What follows belongs to an exercise in optimizing a design on an open flow for small area and a short achievable clock period; a production flow would make more cautious choices. Where RTL was checked, it was by simulation tests only, not by an equivalence proof against the original. Power figures rest on the tool's default switching activity, not on a simulated workload.

==> flow/design.v <==
`timescale 1ns / 1ps
module System(RESET, CLK, ENCRYPTED, PASSWD_INIT, FLAG, FOUND, TXD);
	input RESET;
	input CLK;
	input [0:39] ENCRYPTED;
	input [0:39] PASSWD_INIT;
	output FLAG;
	output FOUND;
	output TXD;
	function [7:0] add8;
		input [7:0] x, y;
		input ci;
		integer k;
		reg c;
		begin
			c = ci;
			for (k = 0; k < 8; k = k + 1) begin
				add8[k] = x[k] ^ y[k] ^ c;
				c = (x[k] & y[k]) | (c & (x[k] ^ y[k]));
			end
		end
	endfunction
	function eqsum8;
		input [7:0] x, y, z;
		reg [7:0] k;
		begin
			k = (x & y) | ((x ^ y) & ~z);
			eqsum8 = (x ^ y ^ z) == {k[6:0], 1'b0};
		end
	endfunction
	function eqsum3;
		input [7:0] x, y, c, z;
		reg [7:0] s, k;
		begin
			s = x ^ y ^ c;
			k = (x & y) | (x & c) | (y & c);
			eqsum3 = eqsum8(s, {k[6:0], 1'b0}, z);
		end
	endfunction
	function [6:0] inc7;
		input [6:0] x;
		input c;
		integer k;
		reg t;
		begin
			t = c;
			for (k = 0; k < 7; k = k + 1) begin
				inc7[k] = x[k] ^ t;
				t = t & x[k];
			end
		end
	endfunction
	wire [6:0] e0 = ENCRYPTED[1:7];
	wire [6:0] e1 = ENCRYPTED[9:15];
	wire [6:0] e2 = ENCRYPTED[17:23];
	wire [6:0] e3 = ENCRYPTED[25:31];
	wire [6:0] e4 = ENCRYPTED[33:39];
	wire [6:0] I0 = PASSWD_INIT[1:7];
	wire [6:0] I1 = PASSWD_INIT[9:15];
	wire [6:0] I2 = PASSWD_INIT[17:23];
	wire [6:0] I3 = PASSWD_INIT[25:31];
	wire [6:0] I4 = PASSWD_INIT[33:39];
	reg rst_q;
	always @(posedge CLK) rst_q <= RESET;
	reg [6:0] p0, p1, p2, p3, p4;
	reg fv, f1, f02, f34;
	wire found = fv & f1 & f02 & f34;
	wire w4 = p4 == 7'd94;
	wire w3 = p3 == 7'd94;
	wire w2 = p2 == 7'd94;
	wire w1 = p1 == 7'd94;
	wire top = w4 & w3 & w2 & w1 & (p0 == 7'd94);
	wire stop = found | top;
	wire c4 = !stop;
	wire c3 = c4 & w4;
	wire c2 = c3 & w3;
	wire c1 = c2 & w2;
	wire c0 = c1 & w1;
	wire [6:0] i4 = (c3) ? 7'd0 : inc7(p4, c4);
	wire [6:0] i3 = (c2) ? 7'd0 : inc7(p3, c3);
	wire [6:0] i2 = (c1) ? 7'd0 : inc7(p2, c2);
	wire [6:0] i1 = (c0) ? 7'd0 : inc7(p1, c1);
	wire [6:0] i0 = inc7(p0, c0);
	function eqk9;
		input [8:0] x, y, kc;
		reg [8:0] c;
		begin
			c = (x & y) | ((x | y) & ~kc);
			eqk9 = (x ^ y ^ kc) == {c[7:0], 1'b0};
		end
	endfunction
	wire v = (eqsum8({1'b0, e2}, 8'd2, {1'b0, e0}) | eqsum8({1'b0, e2}, 8'd163, {1'b0, e0})) &
	         (eqsum8({1'b0, e4}, 8'd1, {1'b0, e3}) | eqsum8({1'b0, e4}, 8'd162, {1'b0, e3}));
	wire ptop = (e0 == 7'd0) & (e1 == 7'd94) & (e2 == 7'd93) & (e3 == 7'd2) & (e4 == 7'd1);
	wire [6:0] h1a = {1'b0, e1[6:1]};
	wire [6:0] h1b = {1'b0, e1[6:1]} + 7'd47;
	wire [6:0] n0 = RESET ? I0 : i0;
	wire [6:0] n1 = RESET ? I1 : i1;
	wire [6:0] n2 = RESET ? I2 : i2;
	wire [6:0] n3 = RESET ? I3 : i3;
	wire [6:0] n4 = RESET ? I4 : i4;
	wire [6:0] ne2 = ~e2;
	wire [6:0] a02 = n0 ^ n2 ^ ne2;
	wire [6:0] b02 = (n0 & n2) | (n0 & ne2) | (n2 & ne2);
	wire q02 = eqk9({2'b0, a02}, {1'b0, b02, 1'b0}, 9'd127) | eqk9({2'b0, a02}, {1'b0, b02, 1'b0}, 9'd222);
	wire [6:0] ne4 = ~e4;
	wire [6:0] a34 = n3 ^ n4 ^ ne4;
	wire [6:0] b34 = (n3 & n4) | (n3 & ne4) | (n4 & ne4);
	wire q34 = eqk9({2'b0, a34}, {1'b0, b34, 1'b0}, 9'd124) | eqk9({2'b0, a34}, {1'b0, b34, 1'b0}, 9'd219) |
	           eqk9({2'b0, a34}, {1'b0, b34, 1'b0}, 9'd314);
	wire q1 = e1[0] ? (n1 == h1a) : (n1 == h1b);
	wire topN = (n0 == 7'd94) & (n1 == 7'd94) & (n2 == 7'd94) & (n3 == 7'd94) & (n4 == 7'd94);
	reg [14:0] hx;
	reg hb15;
	wire hz = hx[13:0] == 14'd0;
	reg fl;
	always @(posedge CLK) begin
		p0 <= n0; p1 <= n1; p2 <= n2; p3 <= n3; p4 <= n4;
		fv <= v;
		f1 <= q1;
		f02 <= q02;
		f34 <= q34;
		hx <= rst_q ? 15'd4 : {hx[13:0], hx[14] ^ hx[13] ^ hz};
		hb15 <= rst_q ? 1'b0 : hb15 ^ (hz & !hx[14]);
		fl <= (topN & !ptop) | (hb15 & !rst_q & !RESET);
	end
	assign FOUND = found;
	assign FLAG = fl;
	reg [8:0] ph;
	reg [3:0] j;
	reg [2:0] b;
	reg txd;
	wire [8:0] phe = rst_q ? 9'd0 : ph;
	wire slot_end = ph == 9'd431;
	wire done = b == 3'd6;
	always @(posedge CLK) begin
		ph <= (stop && phe != 9'd431) ? {phe[8:1] ^ {(&phe[7:0]), (&phe[6:0]), (&phe[5:0]), (&phe[4:0]), (&phe[3:0]), (&phe[2:0]), (&phe[1:0]), phe[0]}, ~phe[0]} : 9'd0;
		if (rst_q) begin
			j <= 4'd6;
			b <= 3'd0;
		end else if (stop && slot_end) begin
			j <= (j == 4'd0) ? 4'd6 : {j[3] ^ (&j[2:0]), j[2] ^ (&j[1:0]), j[1] ^ j[0], ~j[0]};
			if (j == 4'd0 && !done) b <= {b[2] ^ (&b[1:0]), b[1] ^ b[0], ~b[0]};
		end
	end
	reg dbit;
	always @(*) begin
		case (b)
			3'd1: dbit = j[2:0] == 3'd7 ? 1'b0 : p0[j[2:0]];
			3'd2: dbit = j[2:0] == 3'd7 ? 1'b0 : p1[j[2:0]];
			3'd3: dbit = j[2:0] == 3'd7 ? 1'b0 : p2[j[2:0]];
			3'd4: dbit = j[2:0] == 3'd7 ? 1'b0 : p3[j[2:0]];
			3'd5: dbit = j[2:0] == 3'd7 ? 1'b0 : p4[j[2:0]];
			default: dbit = 1'b1;
		endcase
	end
	wire low = !done & ((j == 4'd7) | (j[3] & !dbit));
	always @(posedge CLK) txd <= RESET | rst_q | !low;
	assign TXD = txd;
endmodule
==> flow/config.mk <==
export PLATFORM = sky130hd
export DESIGN_NAME = System
export DESIGN_NICKNAME = System
export VERILOG_FILES = /design/flow/design.v
export SDC_FILE = /design/flow/constraint.sdc
export NUM_CORES = 4
export LEC_CHECK = 0
export CAP_MARGIN = 20
export CORE_MARGIN = 2
export CORE_UTILIZATION = 40
export SLEW_MARGIN = 20
==> flow/constraint.sdc <==
create_clock -name core_clock -period 17.0 [get_ports {CLK}]
set_input_delay 3.4000 -clock core_clock [delete_from_list [all_inputs] [get_ports {CLK}]]
set_output_delay 3.4000 -clock core_clock [all_outputs]
set_load 0.01 [all_outputs]
standard.sh (not shown) runs the stock make flow with config.mk's settings and CLKGATE_MAP_FILE= SYNTH_SCRIPT=/design/flow/synth_recipe.tcl, a recipe that flattens the netlist after the stock synthesis.
==> flow/flow/run.sh <==
#!/bin/bash
export BUFFER_PORTS_ARGS="-buffer_cell sky130_fd_sc_hd__buf_2"
bash standard.sh SETUP_SLACK_MARGIN=11.6 finish > standard.log 2>&1
Then changed:
==> flow/flow/run.sh (replaced) <==
#!/bin/bash
export BUFFER_PORTS_ARGS="-buffer_cell sky130_fd_sc_hd__buf_2"
bash standard.sh SETUP_SLACK_MARGIN=12.3 finish > standard.log 2>&1
- CORE_UTILIZATION: 40 -> 65
Effect: Worst setup slack gets better by 0.074 ns. Via count rises by 4.1%. Hold slack gets better by 0.0062 ns. Cell count falls by 8.2%.
Then changed:
- CORE_UTILIZATION: 65 -> 40
After rerunning: Clock-buffer cell count rose by 2. Wire length rose by 2.0%. Synthesized area stays the same. Via count fell by 4.9%. Register-to-register slack gets better by 0.08 ns. Clock power rose by 34%. Utilization fell by 31 points. Total power rose by 11%. Non-clock buffer count rose by 5. Flip-flop and latch count is unchanged.
Then changed:
==> flow/flow/run.sh (replaced) <==
#!/bin/bash
export BUFFER_PORTS_ARGS="-buffer_cell sky130_fd_sc_hd__buf_2"
bash standard.sh SETUP_SLACK_MARGIN=12.8 finish > standard.log 2>&1
=> Final cell count falls by 0.45%. Power falls by 3.3%. Setup slack gets worse by 0.031 ns. Final area falls by 0.44%. Global-route usage rises by 0.97 points. Hold slack gets worse by 0.0093 ns. Utilization falls by 0.23 points. Wire length rises by 1.9%.
Then changed:
==> flow/flow/run.sh (replaced) <==
#!/bin/bash
export BUFFER_PORTS_ARGS="-buffer_cell sky130_fd_sc_hd__buf_2"
bash standard.sh > standard.log 2>&1
Combinational power drops by 24%.
Design area came out lower by about 9%.
Via count went down by about 3.6%.
Wire length goes down by 12%.
Sequential power stays flat.
Non-clock buffer count is lower by 14.
Core utilization is lower by 4.7 points.
Count of clock-buffer cells in the layout rose by 2.
First-iteration DRC count came out lower by about 23%.
Hold slack is worse by 0.0058 ns.

System, a different RTL version from the one above (not shown whole).
Size: ~790 cells after synthesis, about 74 flip-flops, ~85 I/O pins, about 0.0071 mm^2 of cells after synthesis.
==> flow/config.mk <==
export PLATFORM = sky130hd
export DESIGN_NAME = System
export DESIGN_NICKNAME = System
export VERILOG_FILES = /design/flow/design.v
export SDC_FILE = /design/flow/constraint.sdc
export NUM_CORES = 4
export LEC_CHECK = 0
export CAP_MARGIN = 20
export CORE_MARGIN = 2
export CORE_UTILIZATION = 40
export SLEW_MARGIN = 20
==> flow/constraint.sdc <==
create_clock -name core_clock -period 17.0 [get_ports {CLK}]
set_input_delay 3.4000 -clock core_clock [delete_from_list [all_inputs] [get_ports {CLK}]]
set_output_delay 3.4000 -clock core_clock [all_outputs]
set_load 0.01 [all_outputs]
==> flow/flow/run.sh <==
#!/bin/bash
export BUFFER_PORTS_ARGS="-buffer_cell sky130_fd_sc_hd__buf_2"
bash standard.sh > standard.log 2>&1
The starting point finished with timing, DRC and antenna clean.
Then changed:
==> flow/flow/run.sh (replaced) <==
#!/bin/bash
export BUFFER_PORTS_ARGS="-buffer_cell sky130_fd_sc_hd__buf_2"
bash standard.sh SETUP_SLACK_MARGIN=12.3 finish > standard.log 2>&1
Effect: The new run ran to the end with no violations. Total power shrinks by 3.9%. Area after synthesis does not change. Core utilization grows by 2.0 points. Hold slack degrades by 0.011 ns. Register-to-register slack improves by 1.0 ns.
Function was not checked in any run of this note: the RTL went through the layout flow alone.

System, a different RTL version from the one above (not shown whole).
Size: ~600 cells after synthesis, ~77 flip-flops, ~5800 sq um of cells after synthesis.
export LEC_CHECK = 0
export CAP_MARGIN = 20
export CORE_MARGIN = 2
export CORE_UTILIZATION = 40
export SLEW_MARGIN = 20
export SYNTH_HIERARCHICAL = 1
export SYNTH_MINIMUM_KEEP_SIZE = 0
create_clock -name core_clock -period 17.0 [get_ports {CLK}]
==> flow/flow/run.sh <==
#!/bin/bash
export BUFFER_PORTS_ARGS="-buffer_cell sky130_fd_sc_hd__buf_2"
bash standard.sh SETUP_SLACK_MARGIN=12.3 finish > standard.log 2>&1
The starting point completed without violations.
Rerun with:
--- a/flow/config.mk
+++ b/flow/config.mk
@@ -10,4 +10,2 @@
 export CORE_UTILIZATION = 40
 export SLEW_MARGIN = 20
-export SYNTH_HIERARCHICAL = 1
-export SYNTH_MINIMUM_KEEP_SIZE = 0
After rerunning: The changed run passed the timing, design-rule and antenna checks. Register-to-register slack gains 0.18 ns. Hold slack hardly moves. Global-route usage grows by 3.1 points. Sequential power shrinks by about 2%. Routed wire length grows by 6.4%. Cell count grows by 2.5%. Total power shrinks by 5.4%.
Function was not checked in any run of this note: the RTL went through the layout flow alone.

Setup of before:
System, a different RTL version from the one above (not shown whole).
Size: about 540 cells after synthesis, about 72 flip-flops, about 85 I/O pins, roughly 0.0050 mm^2 of cells after synthesis.
// System
module System(RESET, CLK, ENCRYPTED, PASSWD_INIT, FLAG, FOUND, TXD);
	input RESET;
	input CLK;
	input [0:39] ENCRYPTED;
	input [0:39] PASSWD_INIT;
	output FLAG;
	output FOUND;
	output TXD;
	function [6:0] inc7;
		input [6:0] x;
		input c;
		integer k;
		reg t;
		begin
			t = c;
			for (k = 0; k < 7; k = k + 1) begin
				inc7[k] = x[k] ^ t;
				t = t & x[k];
			end
		end
	endfunction
	wire [6:0] e0 = ENCRYPTED[1:7];
	wire [6:0] e1 = ENCRYPTED[9:15];
	wire [6:0] e2 = ENCRYPTED[17:23];
	wire [6:0] e3 = ENCRYPTED[25:31];
	wire [6:0] e4 = ENCRYPTED[33:39];
	wire [34:0] init = {PASSWD_INIT[1:7], PASSWD_INIT[9:15], PASSWD_INIT[17:23], PASSWD_INIT[25:31], PASSWD_INIT[33:39]};
	reg rst_q;
	always @(posedge CLK) rst_q <= RESET;
	reg [6:0] p0, p1, p2, p3, p4;
	reg f02, f34, f1;
	wire found = f02 & f34 & f1;
	wire w4 = p4 == 7'd94;
	wire w3 = p3 == 7'd94;
	wire w2 = p2 == 7'd94;
	wire w1 = p1 == 7'd94;
	wire top = w4 & w3 & w2 & w1 & (p0 == 7'd94);
	wire stop = found | top;
	wire c4 = !stop;
	wire c3 = c4 & w4;
	wire c2 = c3 & w3;
	wire c1 = c2 & w2;
	wire c0 = c1 & w1;
	wire [6:0] i4 = (c3) ? 7'd0 : inc7(p4, c4);
	wire [6:0] i3 = (c2) ? 7'd0 : inc7(p3, c3);
	wire [6:0] i2 = (c1) ? 7'd0 : inc7(p2, c2);
	wire [6:0] i1 = (c0) ? 7'd0 : inc7(p1, c1);
	wire [6:0] i0 = inc7(p0, c0);
	wire [34:0] n;
	NextMux nm(.S(RESET), .A(init), .B({i0, i1, i2, i3, i4}), .Y(n));
	wire [6:0] n0 = n[34:28];
	wire [6:0] n1 = n[27:21];
	wire [6:0] n2 = n[20:14];
	wire [6:0] n3 = n[13:7];
	wire [6:0] n4 = n[6:0];
	wire q02, q34, q1;
	Check ck(.n0(n0), .n1(n1), .n2(n2), .n3(n3), .n4(n4), .e0(e0), .e1(e1), .e2(e2), .e3(e3), .e4(e4),
		.q02(q02), .q34(q34), .q1(q1));
	reg [14:0] hx;
	reg hb15;
	wire hz = hx[13:0] == 14'd0;
	always @(posedge CLK) begin
		p0 <= n0; p1 <= n1; p2 <= n2; p3 <= n3; p4 <= n4;
		f02 <= q02; f34 <= q34;
		f1 <= q1;
		hx <= rst_q ? 15'd2 : {hx[13:0], hx[14] ^ hx[13] ^ hz};
		hb15 <= rst_q ? 1'b0 : hb15 ^ (hz & !hx[14]);
	end
	assign FOUND = found;
	assign FLAG = (top & !found) | (hb15 & !rst_q);
	reg [8:0] ph;     
	reg [3:0] j;
	reg [2:0] b;
	reg txd;
	wire slot_end = ph == 9'd118;
	wire done = b == 3'd6;
  ...
clock: 17.0 ns
lec_check: 0
cap_margin: 20
core_margin: 2
core_utilization: 70
slew_margin: 20
==> flow/flow/run.sh <==
#!/bin/bash
export BUFFER_PORTS_ARGS="-buffer_cell sky130_fd_sc_hd__buf_1"
bash standard.sh SETUP_SLACK_MARGIN=11.6 finish > standard.log 2>&1
before ended with every stage complete and zero timing, DRC or antenna violations.
What after does differently from before at the input level:
Settings: CORE_UTILIZATION now 60, was 70.
Results
The standard cells in after occupy more silicon area than those in before do. after against before: total power higher; post-synthesis cell type count roughly the same; post-layout minimum cycle time higher. As of after, wire length after detailed routing had fallen by a few percent compared to before. Between after and before, it is after whose overall die area is higher, by 16%. after -> before: largest stage delay on the critical path flat. Min cell leakage power across before and after: before. after vs. before: number of I/O pins roughly the same, mean routed wirelength per cell decreased 6.3%.

System again, from the RTL that the note above started with.
Settings: LEC_CHECK=0, CAP_MARGIN=20, CORE_MARGIN=2, CORE_UTILIZATION=60, SLEW_MARGIN=20; clock period 17.0 ns.
==> flow/flow/run.sh <==
#!/bin/bash
export BUFFER_PORTS_ARGS="-buffer_cell sky130_fd_sc_hd__buf_2"
bash standard.sh SETUP_SLACK_MARGIN=11.6 finish > standard.log 2>&1
The first run passed the timing, design-rule and antenna checks.
==> next run, changes <==
==> flow/flow/run.sh (replaced) <==
#!/bin/bash
export BUFFER_PORTS_ARGS="-buffer_cell sky130_fd_sc_hd__buf_2"
bash standard.sh SETUP_SLACK_MARGIN=11.0 finish > standard.log 2>&1
Effect: The changed run went through all stages and came out clean; worst hold slack loses 0.0073 ns; die area does not change; sequential power hardly moves; critical path depth increases by 1; global-route usage decreases by 2.0 points; final area decreases by a few percent; setup slack loses 0.33 ns; utilization decreases by 3.3 points; via count decreases by a few percent; synthesized area does not change.
==> next run, changes <==
==> flow/flow/run.sh (replaced) <==
#!/bin/bash
export BUFFER_PORTS_ARGS="-buffer_cell sky130_fd_sc_hd__buf_1"
bash standard.sh SETUP_SLACK_MARGIN=11.6 finish > standard.log 2>&1
--- a/flow/config.mk
+++ b/flow/config.mk
@@ -7,0 +8 @@
+export ABC_AREA = 1
@@ -10 +11 @@
-export CORE_UTILIZATION = 60
+export CORE_UTILIZATION = 70
=>
- The changed run ran to the end with no violations
- clock power is about the same
- critical path depth falls by 1
- clock-buffer cell count is unchanged
- cell count is higher by 24%
- final area increases by 6.7%
- combinational power went up by about 9%
- utilization increases by 14 points
- worst setup slack gains 0.40 ns
- fmax grows by 7.6%
- global-route usage came out higher by 9.6 points
- synthesized area goes up by 3.6%
==> next run, changes <==
==> flow/flow/run.sh (replaced) <==
#!/bin/bash
export BUFFER_PORTS_ARGS="-buffer_cell sky130_fd_sc_hd__buf_2"
bash standard.sh SETUP_SLACK_MARGIN=12.3 finish > standard.log 2>&1
--- a/flow/config.mk
+++ b/flow/config.mk
@@ -8 +7,0 @@
-export ABC_AREA = 1
@@ -11 +10 @@
-export CORE_UTILIZATION = 70
+export CORE_UTILIZATION = 60
Outcome: Combinational power is higher by roughly a tenth; final cell count shrinks by about a fifth; final area climbs slightly; setup slack gets better by 0.030 ns; maximum frequency went up slightly; via count fell by about a fifth; clock-buffer cell count grows by 2; hold slack gets better by 0.0098 ns.

static timing again, ports no longer ideal:
In the flow no input, the clock included, has a driving cell. The finished layouts below were timed again as built, in two steps.
Step 1 sets driving cells, clkbuf_16 on the clock port and buf_2 on the other inputs (assumed; they add their load-dependent delay and slew).
Step 2 moves the port delays by t, midway between the first and last clock arrival at a register: inputs arrive t later, outputs are due t later. That takes back most of the time a late clock gives input paths.
Three values: no drivers, after step 1, after step 2; two values: the first two.
run | t (ns) | setup slack, ns | hold slack, ns | clock arrival spread, ns | cell pins on the clock port's net
the first run of note 1 | 0.369 | 11.628 / 11.616 / 11.246 | 0.456 / 0.456 / 0.456 | 0.007 / 0.007 | 1
the second run of note 1 | 0.403 | 11.702 / 11.696 / 11.293 | 0.462 / 0.462 / 0.462 | 0.012 / 0.013 | 1
the third run of note 1 | 0.376 | 11.811 / 11.803 / 11.428 | 0.458 / 0.458 / 0.458 | 0.011 / 0.011 | 1
the fourth run of note 1 | 0.383 | 11.781 / 11.759 / 11.376 | 0.449 / 0.449 / 0.449 | 0.007 / 0.008 | 1
the fifth run of note 1 | 0.374 | 10.576 / 10.590 / 10.216 | 0.443 / 0.443 / 0.443 | 0.010 / 0.010 | 1
the first run of note 2 | 0.374 | 10.553 / 10.553 / 10.553 | 0.453 / 0.453 / 0.453 | 0.007 / 0.007 | 1
the second run of note 2 | 0.375 | 11.577 / 11.577 / 11.518 | 0.442 / 0.442 / 0.442 | 0.010 / 0.010 | 1
the first run of note 3 | 0.364 | 11.595 / 11.573 / 11.209 | 0.443 / 0.443 / 0.443 | 0.008 / 0.009 | 1
the second run of note 3 | 0.378 | 11.556 / 11.547 / 11.169 | 0.446 / 0.446 / 0.446 | 0.007 / 0.006 | 1
before | 0.384 | 11.646 / 11.649 / 11.265 | 0.447 / 0.447 / 0.447 | 0.015 / 0.015 | 1
after | 0.374 | 11.622 / 11.631 / 11.257 | 0.459 / 0.459 / 0.459 | 0.014 / 0.014 | 1
the first run of note 5 | 0.383 | 11.571 / 11.570 / 11.188 | 0.450 / 0.450 / 0.450 | 0.008 / 0.009 | 1
the second run of note 5 | 0.383 | 11.244 / 11.254 / 10.871 | 0.443 / 0.443 / 0.443 | 0.011 / 0.012 | 1
the third run of note 5 | 0.391 | 11.649 / 11.631 / 11.241 | 0.432 / 0.432 / 0.432 | 0.010 / 0.009 | 1
the fourth run of note 5 | 0.380 | 11.680 / 11.643 / 11.263 | 0.442 / 0.442 / 0.442 | 0.016 / 0.016 | 1
After both steps every run listed still meets setup and hold. The setup slack of the fourth run of note 5, which loses most, moves by -0.037 ns with the drivers and by -0.417 ns with both steps.
